This is an optimization exercise on Yosys and OpenROAD, whose aim is small area, not a production implementation. The RTL was checked by simulation tests, not by an equivalence proof against the original design. No activity file was given, so power comes from the tool's default toggle rates.

==> flow/run.sh <==
#!/bin/bash
# synth_recipe.tcl (not shown) runs the flow's synth.tcl, then flattens the netlist and writes it again
# the make line also repeats each setting of config.mk as NAME=value (left out here)
make -C /OpenROAD-flow-scripts/flow DESIGN_CONFIG=/design/flow/config.mk WORK_HOME=/design/flow/orfs CLKGATE_MAP_FILE= SYNTH_SCRIPT=/design/flow/synth_recipe.tcl finish
==> flow/config.mk <==
export PLATFORM = sky130hd
export DESIGN_NAME = top_ps2
export DESIGN_NICKNAME = top_ps2
export VERILOG_FILES = /design/flow/design.v
export SDC_FILE = /design/flow/constraint.sdc
export NUM_CORES = 4
export LEC_CHECK = 0
export CAP_MARGIN = 20
export CORE_MARGIN = 2
export CORE_UTILIZATION = 40
export PLACE_DENSITY = 0.6
export SLEW_MARGIN = 20
==> flow/constraint.sdc <==
create_clock -name core_clock -period 20.0 [get_ports {clk}]
set_input_delay 4.0000 -clock core_clock [delete_from_list [all_inputs] [get_ports {clk}]]
set_output_delay 4.0000 -clock core_clock [all_outputs]
set_load 0.01 [all_outputs]
==> flow/design.v <==
module debounce (
    input  wire clk,
    input  wire rst,
    input  wire button,      
    output reg  result,      
    output wire result_nx    
);
    reg       sync_ff;
    reg [1:0] flipflops;
    reg [8:0] cnt;
    wire set = flipflops[0] ^ flipflops[1];
    wire hit = ~cnt[8] & ~cnt[5] & ~cnt[3] & cnt[2] & ~cnt[1];
    assign result_nx = (hit & ~set) ? flipflops[1] : result;
    always @(posedge clk) begin
        if (rst) begin
            sync_ff   <= 1'b0;
            flipflops <= 2'b00;
            result    <= 1'b0;
        end else begin
            sync_ff   <= button;
            flipflops <= {flipflops[0], sync_ff};
            result    <= result_nx;
        end
        if (set) cnt <= 9'b010110110;
        else     cnt <= {cnt[7:0], cnt[8] ^ cnt[1]};
    end
endmodule
module ps2_keyboard (
    input  wire       clk,
    input  wire       rst,
    input  wire       ps2_clk,
    input  wire       ps2_data,
    output wire       new_code,
    output wire       clk_int,    
    output wire [10:0] word
);
    wire clk_nx, data_nx, data_int;
    reg  [10:0] ps2_word;
    reg  [11:0] idle;
    debounce debounce_ps2_clk  (.clk(clk), .rst(rst), .button(ps2_clk),  .result(clk_int),  .result_nx(clk_nx));
    debounce debounce_ps2_data (.clk(clk), .rst(rst), .button(ps2_data), .result(data_int), .result_nx(data_nx));
    wire fall = clk_int & ~clk_nx;
    always @(posedge clk) begin
        if (rst)
            ps2_word <= 11'd0;
        else if (fall)
            ps2_word <= {data_nx, ps2_word[10:1]};
    end
    wire idle_low0 = ~|idle[10:0];
    always @(posedge clk) begin
        if (!clk_int) idle <= 12'h8d3;
        else          idle <= {idle[10:0], (idle[11] ^ idle[0]) & ~idle_low0};
    end
    assign new_code = idle_low0 & idle[11] & clk_int &
                      ~ps2_word[0] & ps2_word[10] & (^ps2_word[9:1]);
    assign word = ps2_word;
endmodule
module ps2_keyboard_to_ascii (
    input  wire       clk,
    input  wire       rst,
    input  wire       ps2_clk,
    input  wire       ps2_data,
    output wire       ascii_new,
    output reg  [6:0] ascii_code
);
    wire        new_code, clk_int;
    wire [10:0] word;
    reg         break_code, e0_code, control_r, control_l, shift_r, shift_l;
    reg  [3:0]  timer;
    ps2_keyboard ps2_keyboard_0 (.clk(clk), .rst(rst), .ps2_clk(ps2_clk), .ps2_data(ps2_data),
                                 .new_code(new_code), .clk_int(clk_int), .word(word));
    wire [7:0] code  = clk_int ? word[8:1] : word[7:0];
    wire       ctrl  = control_l | control_r;
    wire       shift = shift_l | shift_r;
    reg in_ctrl, in_plain;
    always @(*) begin
        case (code)
        8'h15, 8'h1A, 8'h1B, 8'h1C, 8'h1D, 8'h1E, 8'h21, 8'h22, 8'h23, 8'h24, 8'h2A,
        8'h2B, 8'h2C, 8'h2D, 8'h31, 8'h32, 8'h33, 8'h34, 8'h35, 8'h36, 8'h3A, 8'h3B,
        8'h3C, 8'h42, 8'h43, 8'h44, 8'h4A, 8'h4B, 8'h4D, 8'h4E, 8'h54, 8'h5B, 8'h5D:
            in_ctrl = 1'b1;
        default: in_ctrl = 1'b0;
        endcase
        case (code)
        8'h0D, 8'h0E, 8'h15, 8'h16, 8'h1A, 8'h1B, 8'h1C, 8'h1D, 8'h1E, 8'h21, 8'h22,
        8'h23, 8'h24, 8'h25, 8'h26, 8'h29, 8'h2A, 8'h2B, 8'h2C, 8'h2D, 8'h2E, 8'h31,
        8'h32, 8'h33, 8'h34, 8'h35, 8'h36, 8'h3A, 8'h3B, 8'h3C, 8'h3D, 8'h3E, 8'h41,
        8'h42, 8'h43, 8'h44, 8'h45, 8'h46, 8'h49, 8'h4A, 8'h4B, 8'h4C, 8'h4D, 8'h4E,
        8'h52, 8'h54, 8'h55, 8'h5A, 8'h5B, 8'h5D, 8'h66, 8'h76:
            in_plain = 1'b1;
        default: in_plain = 1'b0;
        endcase
    end
    wire valid = ctrl ? in_ctrl : (in_plain | (code == 8'h71 && e0_code));
    wire is_f0 = code == 8'hF0;
    wire is_e0 = code == 8'hE0;
    wire last  = ~is_f0 & ~is_e0;    
    always @(posedge clk) begin
        if (rst) begin
            break_code <= 1'b0;
            e0_code    <= 1'b0;
            control_r  <= 1'b0;
            control_l  <= 1'b0;
            shift_r    <= 1'b0;
            shift_l    <= 1'b0;
        end else if (new_code) begin
            if (is_f0) break_code <= 1'b1;
            if (is_e0) e0_code    <= 1'b1;
            if (last) begin
                break_code <= 1'b0;
                e0_code    <= 1'b0;
                if (code == 8'h14 &&  e0_code) control_r <= ~break_code;
                if (code == 8'h14 && !e0_code) control_l <= ~break_code;
                if (code == 8'h12) shift_l <= ~break_code;
                if (code == 8'h59) shift_r <= ~break_code;
            end
        end
    end
    reg [3:0] timer_nx;
    always @(*) begin
        case (timer)
        4'd1: timer_nx = 4'd2;   4'd2: timer_nx = 4'd3;   4'd3: timer_nx = 4'd4;
        4'd4: timer_nx = 4'd5;   4'd5: timer_nx = 4'd6;   4'd6: timer_nx = 4'd7;
        4'd7: timer_nx = 4'd8;   4'd8: timer_nx = 4'd9;   4'd9: timer_nx = 4'd10;
        default: timer_nx = 4'd0;
        endcase
    end
    always @(posedge clk) begin
        if (rst)
            timer <= 4'd0;
        else if (new_code && !break_code && valid)
            timer <= 4'd1;
        else
            timer <= timer_nx;
    end
    assign ascii_new = (timer[3] & ~timer[2]) | (timer[2] & timer[1]);
    wire [6:0] tr;
    assign tr[0] = (~code[0] & ~code[2] & code[3] & code[4] & code[5]) | (~code[0] & ~code[1] & code[4]) | (code[0] & ~code[5] & ~code[6]) | (~code[0] & ~code[5] & code[6] & ~shift) | (~code[0] & ~code[1] & ~code[3]) | (~code[1] & code[2] & ~code[3] & code[4]) | (code[0] & ~code[2] & code[4] & code[6]) | (code[1] & ~code[2] & ~code[3] & ~code[4] & ~code[5]) | (~code[0] & code[1] & code[3] & code[6]) | (code[1] & code[2] & ~code[4] & code[5] & ~code[6]) | (~code[1] & ~code[2] & ~code[3] & ~code[4] & code[5]) | (~code[3] & ~code[5] & ~code[6]) | (code[4] & code[5] & code[6]) | (~code[1] & code[2] & code[4] & code[5] & ~shift) | (code[0] & code[2] & ~code[3] & code[6] & shift);
    assign tr[1] = (code[0] & code[3] & code[4] & ~code[6]) | (code[0] & code[2] & code[3] & code[5]) | (~code[2] & ~code[5] & ~code[6]) | (code[1] & code[2] & code[4] & code[5] & shift) | (~code[3] & code[4] & code[6] & shift) | (~code[0] & ~code[3] & code[4] & code[5]) | (~code[0] & code[6] & ctrl) | (~code[1] & ~code[2] & ~code[3] & code[5]) | (code[1] & ~code[2] & code[3] & ~code[4] & code[5]) | (~code[0] & ~code[1] & code[6]) | (~code[0] & ~code[2] & ~code[4] & code[6]) | (~code[1] & ~code[2] & code[3] & code[6]) | (code[1] & code[2] & ~code[3] & ~code[4] & ~code[6]) | (~code[0] & code[3] & ~code[4] & ~code[5] & shift) | (~code[0] & ~code[3] & code[4] & code[6]) | (code[1] & code[3] & code[4] & ~code[5] & ~code[6] & ~ctrl & ~shift);
    assign tr[2] = (~code[1] & ~code[2] & code[4]) | (~code[0] & ~code[2] & code[3] & code[5]) | (~code[0] & ~code[1] & ~code[3] & ~code[4]) | (code[1] & code[3] & code[6]) | (code[0] & code[4] & code[6] & ~shift) | (~code[0] & ~code[1] & code[5]) | (code[0] & code[2] & code[3] & code[4]) | (code[0] & code[1] & ~code[4] & ~code[6]) | (~code[1] & ~code[2] & ~code[5]) | (code[1] & code[2] & ~code[3] & code[4] & code[5] & ~code[6]) | (~code[0] & code[3] & ~code[4] & code[5]) | (~code[1] & code[2] & ~code[3] & ~code[4] & code[5]) | (~code[2] & code[4] & code[6] & ~shift) | (code[1] & code[3] & ~code[4] & shift);
    assign tr[3] = (~code[0] & ~code[2] & ~code[3] & ~code[4]) | (code[0] & ~code[3] & code[4] & code[5]) | (code[1] & code[3] & code[4] & code[5]) | (code[1] & code[2] & code[4] & code[5] & shift) | (code[1] & ~code[4] & code[6]) | (code[2] & code[4] & code[6]) | (code[0] & ~code[2] & code[6]) | (~code[0] & ~code[1] & code[6]) | (~code[0] & ~code[2] & code[3] & ~code[5]) | (~code[4] & ~code[5] & ~code[6] & shift) | (~code[1] & ~code[3] & code[6] & shift) | (code[1] & code[2] & ~code[3] & ctrl) | (~code[1] & ~code[4] & ~code[5] & ~code[6]);
    assign tr[4] = (code[1] & code[2] & ~code[3] & ~code[5] & ~shift) | (~code[2] & ~code[5] & ~code[6]) | (code[1] & code[2] & ~code[3] & code[4] & code[5]) | (~code[0] & ~code[1] & code[3] & code[5]) | (~code[0] & ~code[2] & ~code[4] & code[5]) | (code[0] & code[3] & code[4] & ~code[5]) | (~code[0] & code[3] & ~code[4] & ~code[5] & shift) | (code[0] & code[2] & ~code[3] & ~shift) | (~code[0] & code[2] & code[4] & code[6]) | (code[2] & code[3] & code[5] & ~shift) | (~code[1] & ~code[2] & code[6] & shift) | (~code[1] & code[2] & code[3] & code[6]) | (~code[0] & code[3] & code[6] & ctrl) | (code[0] & code[2] & ~code[3] & code[4] & ~code[6]) | (~code[2] & code[5] & code[6]) | (code[1] & code[2] & code[4] & ~ctrl & ~shift) | (code[1] & code[2] & code[5] & ~code[6] & ~shift) | (~code[1] & code[2] & code[3] & ~code[4] & code[5]);
    assign tr[5] = (code[0] & code[2] & ~code[3] & ~code[4]) | (code[1] & code[2] & ~code[4] & ~code[6]) | (~code[1] & ~code[2] & code[3]) | (code[1] & code[2] & ~code[6] & ~ctrl & ~shift) | (code[1] & code[2] & code[3] & code[5]) | (code[1] & code[2] & ~code[3] & ~code[5]) | (code[0] & code[4] & code[6] & ~ctrl & shift) | (code[0] & ~code[1] & ~code[3] & code[6]) | (~code[0] & ~code[2] & code[3] & ~code[4] & ~code[5]) | (~code[0] & ~code[1] & code[3] & code[6]) | (~code[2] & ~code[3] & code[4] & code[6]) | (code[0] & code[2] & code[3] & code[4] & code[5]) | (code[1] & code[2] & code[3] & ~ctrl & ~shift) | (~code[1] & code[4] & code[6] & ~ctrl & shift);
    assign tr[6] = ~((code[1] & code[2] & code[4] & ~shift) | (code[0] & code[2] & ~code[3] & ~code[4]) | (~code[1] & ~code[2] & code[3]) | (~code[3] & ctrl) | (code[0] & ctrl) | (code[1] & code[2] & code[3] & code[5]) | (code[2] & ctrl) | (~code[6] & ctrl) | (code[1] & code[2] & ~code[3] & ~code[4]) | (~code[0] & code[1] & code[4] & code[6]) | (code[0] & ~code[1] & ~code[3] & ~code[5] & code[6]) | (~code[0] & code[3] & code[6] & ~ctrl & ~shift) | (~code[1] & ~code[4] & ~code[5] & ~code[6]) | (code[0] & code[2] & code[3] & code[4] & code[5]) | (~code[0] & ~code[1] & code[3] & code[6]) | (code[1] & ~code[3] & ~code[5] & ~code[6]) | (~code[0] & ~code[2] & code[3] & code[6] & ~ctrl));
    always @(*) ascii_code = tr;
endmodule
module top_ps2(input wire clk, input wire rst, input wire ps2_clk, input wire ps2_data,
           output wire ascii_new, output wire [6:0] ascii_code);
    ps2_keyboard_to_ascii ps2ascii  (.clk(clk), .rst(rst), .ps2_clk(ps2_clk),
                               .ps2_data(ps2_data), .ascii_code(ascii_code),
                               .ascii_new(ascii_new)) ;
endmodule
==> results.txt <==
per-layer routing:
| metal | global-route usage (%) | share of wire [%] | vias to the layer above |
|---|---|---|---|
| met5 | 0 | 0 | - |
| met4 | 6.974 | 2.6 | 0 |
| met3 | 4.925 | 7.8 | 26 |
| met2 | 28.24 | 42 | 148 |
| met1 | 30.56 | 47 | 1648 |
| li1 | - | - | 1690 |
sequential cells by signal (all words and copies together) (netlist names):
name and flops:
ps2ascii.shift_r 1, ps2ascii.ps2_keyboard_0.debounce_ps2_clk.result 1, ps2ascii.ps2_keyboard_0.debounce_ps2_clk.flipflops 2, ps2ascii.ps2_keyboard_0.debounce_ps2_data.cnt 9, ps2ascii.ps2_keyboard_0.debounce_ps2_clk.cnt 9, ps2ascii.shift_l 1, ps2ascii.ps2_keyboard_0.idle 12, ps2ascii.control_r 1
ps2ascii.e0_code 1, ps2ascii.ps2_keyboard_0.debounce_ps2_data.sync_ff 1, ps2ascii.break_code 1, ps2ascii.timer 4, ps2ascii.ps2_keyboard_0.debounce_ps2_clk.sync_ff 1, ps2ascii.ps2_keyboard_0.debounce_ps2_data.flipflops 2, ps2ascii.control_l 1, ps2ascii.ps2_keyboard_0.debounce_ps2_data.result 1
ps2ascii.ps2_keyboard_0.ps2_word 11
area by class of cell:
cell class                 instances  area, sq um
clock buffer                      10        137.6
clock inverter                     6        88.84
fill                             966         5089
inverter                          15        56.30
multi-input combinational        364         2434
sequential                        59         1182
tap                              129        161.4
timing repair buffer              15        135.1
metrics by stage:
step,cell area (sq um),setup WS [ps],power (mW)
floorplan,3851,13640,0.1515
global placement,3974,12430,0.1548
detailed placement,3974,12370,0.1553
CTS,4200,12000,0.2790
global route,4195,11650,0.2875
finish,4195,11960,0.2743
cell usage in the layout (no fill, tap or decap), types with 3 or more instances in the layout:
cell type / instances
a211oi_1: 4
a21oi_1: 31
a221oi_1: 6
a22oi_1: 4
a2bb2oi_1: 4
a31oi_1: 9
and2_1: 15
and3_1: 3
buf_4: 4
clkbuf_8: 10
clkdlybuf4s50_1: 10
dfxtp_1: 58
ha_1: 15
inv_1: 14
mux2i_1: 19
mux2i_2: 4
nand2_1: 35
nand2b_1: 21
nand3_1: 10
nand4_1: 6
nor2_1: 37
nor2b_1: 13
nor3_1: 11
nor3b_1: 3
nor4_1: 5
nor4b_1: 4
o211ai_1: 6
o21ai_0: 24
o21ai_1: 4
o22ai_1: 8
o2bb2ai_1: 3
xnor2_1: 7
xor2_1: 3
where the power goes:
part,internal [mW],switching [mW]
clock,0.0734,0.0486
combinational,0.00969,0.00536
sequential,0.132,0.00542
total,0.215,0.0594
worst max path at each step:
stage	start	to	slack (ps)
after floorplan	ps2ascii.ps2_keyboard_0.debounce_ps2_clk.result	ascii_code[3]	13640
after global placement	ps2ascii.ps2_keyboard_0.debounce_ps2_clk.result	ascii_code[3]	12430
final	ps2ascii.ps2_keyboard_0.debounce_ps2_clk.result	ascii_code[3]	11960
after detailed placement	ps2ascii.ps2_keyboard_0.debounce_ps2_clk.result	ascii_code[3]	12370
after global routing	ps2ascii.ps2_keyboard_0.debounce_ps2_clk.result	ascii_code[3]	11650
after CTS	ps2ascii.ps2_keyboard_0.debounce_ps2_clk.result	ascii_code[3]	12000
cell usage after synthesis (all sizes together), types with 8 or more instances:
cell type | n | area (sq um)
a21oi | 31 | 155.2
a31oi | 9 | 56.30
and2 | 15 | 93.84
buf | 16 | 101.4
clkbuf | 21 | 78.83
dfxtp | 59 | 1181
ha | 15 | 187.7
inv | 15 | 56.30
mux2i | 23 | 245.2
nand2 | 35 | 131.4
nand2b | 21 | 131.4
nand3 | 10 | 50.05
nor2 | 38 | 145.1
nor2b | 13 | 81.33
nor3 | 12 | 65.06
o21ai | 29 | 148.9
o22ai | 8 | 50.05
cell families after synthesis:
kind of cell	share of synthesized area [%]
mux	7.342
compound gates	22.35
flops	30.67
xor+xnor	2.859
buf+inv	6.140
simple gates	25.47
fa+ha+maj	5.166
==> results.txt <==
* Outcome: finished clean
* Initial Utilization at 41.48%
* Worst R2R Start: ps2ascii.ps2_keyboard_0.debounce_ps2_clk.result
* Pre-antenna DRT Iters at 5
* Pwr dens at 65.38 mW/mm^2
* Grt ovf at 0
* Global-route wire length before repair at 16790 um
* Share of cells above drive strength 1 at 8.529%
* Top Family by Delay on Critical Path: buffers and inverters
* Sequence of cells on the critical path: buf_4, mux2i_2, inv_2, ha_1, and3_1, a31oi_1, o21ai_1, or4_1, clkdlybuf4s50_1
* Actual slew at the worst max-slew pin at 872.4 ps
* CP Class: register to primary output
* # nets final at 483
* I/O pin cnt at 12
* Post-DP HPWL at 6900 um
* Final setup vio count at 0
* Die Y-Extent at 102.1 um
* Total negative slack at 0 ps
* Resized Gates After CTS at 0
* Seq/Total Area, Yosys at 30.67%
* Hold Slack at 403.0 ps
* Worst IR Drop VDD at 49.34 uV
* Htree depth at 3
* Cells after Synth at 475
* DRT antenna net count at 0
* Total GRT Usage at 20.35%
* Leakage power at 1.572 nW
* Wire per inst at 16.75 um
* Hold path depth at 1
* R2R Setup Slk at 15960 ps
* CORE AREA at 0.009284 sq mm
* Final period util at 40.19%
* Endpoint, Worst Hold: ps2ascii.ps2_keyboard_0.debounce_ps2_data.cnt[7]
* Die width at 102.1 um
* Final Util at 45.19%
* Via density at 5.873
* DR DRC count at 0
* Min-delay src: ps2ascii.ps2_keyboard_0.debounce_ps2_data.cnt[6]
* Clock Tree Buf Depth at 2
* Syn Std Cell Area at 0.003851 sq mm
* Clock Tree Root: clkbuf_8
* Max Transition Viols Final at 0
* Cell count after placement at 582
* Clock Skew at 6.840 ps
* Buffers on Ports at 11
* Number of synthesized flops with an enable pin at 0
* Slew headroom at 40.69%
* Largest net degree at the start of global routing at 65
* Syn Nets at 494
* Critical Path End Type: primary output
* Reg-to-Reg End: ps2ascii.timer[3]
* Async SR Flop Fraction at 0%
* Startpoint Class: register
* Clock transition at path regs at 70 ps
* CP Max Fanout at 64
* Worst r2r path cells at 10
* Synth Flop Type: dfxtp_1
* Warnings from Yosys at 3
* CP arrival at 4040 ps
* GPL Wtd Cong at 0.9643
* Drt initial violations at 420
* Routed vias at 3512
* Worst min-delay path class: register to register
* Bufs and invs on worst path at 3
* Unique masters post-synth at 72
* Num CTS Buffers at 9
* Die area at 0.01043 sq mm
* Average size of a mapped cell at 8.108 sq um
* Area Growth Syn to Fin at 8.934%
* Max-Cap Viols at 0
* CTS tree: done
* Number of global-route vias before repair at 3238
* Post-CTS Setup Repair Bufs at 0
* Clock Latency Late Sink at 340 ps
* Endpoints failing hold at 0
* Cts hold-fix bufs at 0
* CP peak stage delay at 800 ps
* CTS Sinks at 59
* Crit path required time at 16000 ps
* RSZ-0062 raised after global routing: false
* Max Clock Freq at 0.1244 GHz
* Seq cells post-synth at 59
* Max stage delay cell, worst path: mux2i_2
* Initial antenna violation count at 0
* Final WL at 10020 um
* Final min period at 8039 ps
* Non-Filler Instances at 598
* Crit path depth at 9
* Row cnt at 35
* Final antenna diode count at 0

-- afterwards: timing with drivers on the ports --
The results above use ideal ports. As a check the final layout listed here was re-extracted and re-timed, cells and wires unchanged. Step 1, drivers: a clkbuf_16 drives clk and a buf_2 each remaining input, both assumed. Step 2 times the ports against the registers' clock, not the clock port: input delays grow and output delays shrink by t, the midpoint of the rising clock arrivals with the driver on. Slacks: no drivers / after step 1 / after step 2; pairs: no drivers / after step 1.
t (ns): 0.359
slack for setup (ns): 11.961 / 11.934 / 12.294
hold slack, ns: 0.403 / 0.403 / 0.403
After both steps setup and hold are still met in this run. The setup slack of this run moves by -0.027 ns with the drivers and by +0.333 ns with both steps.
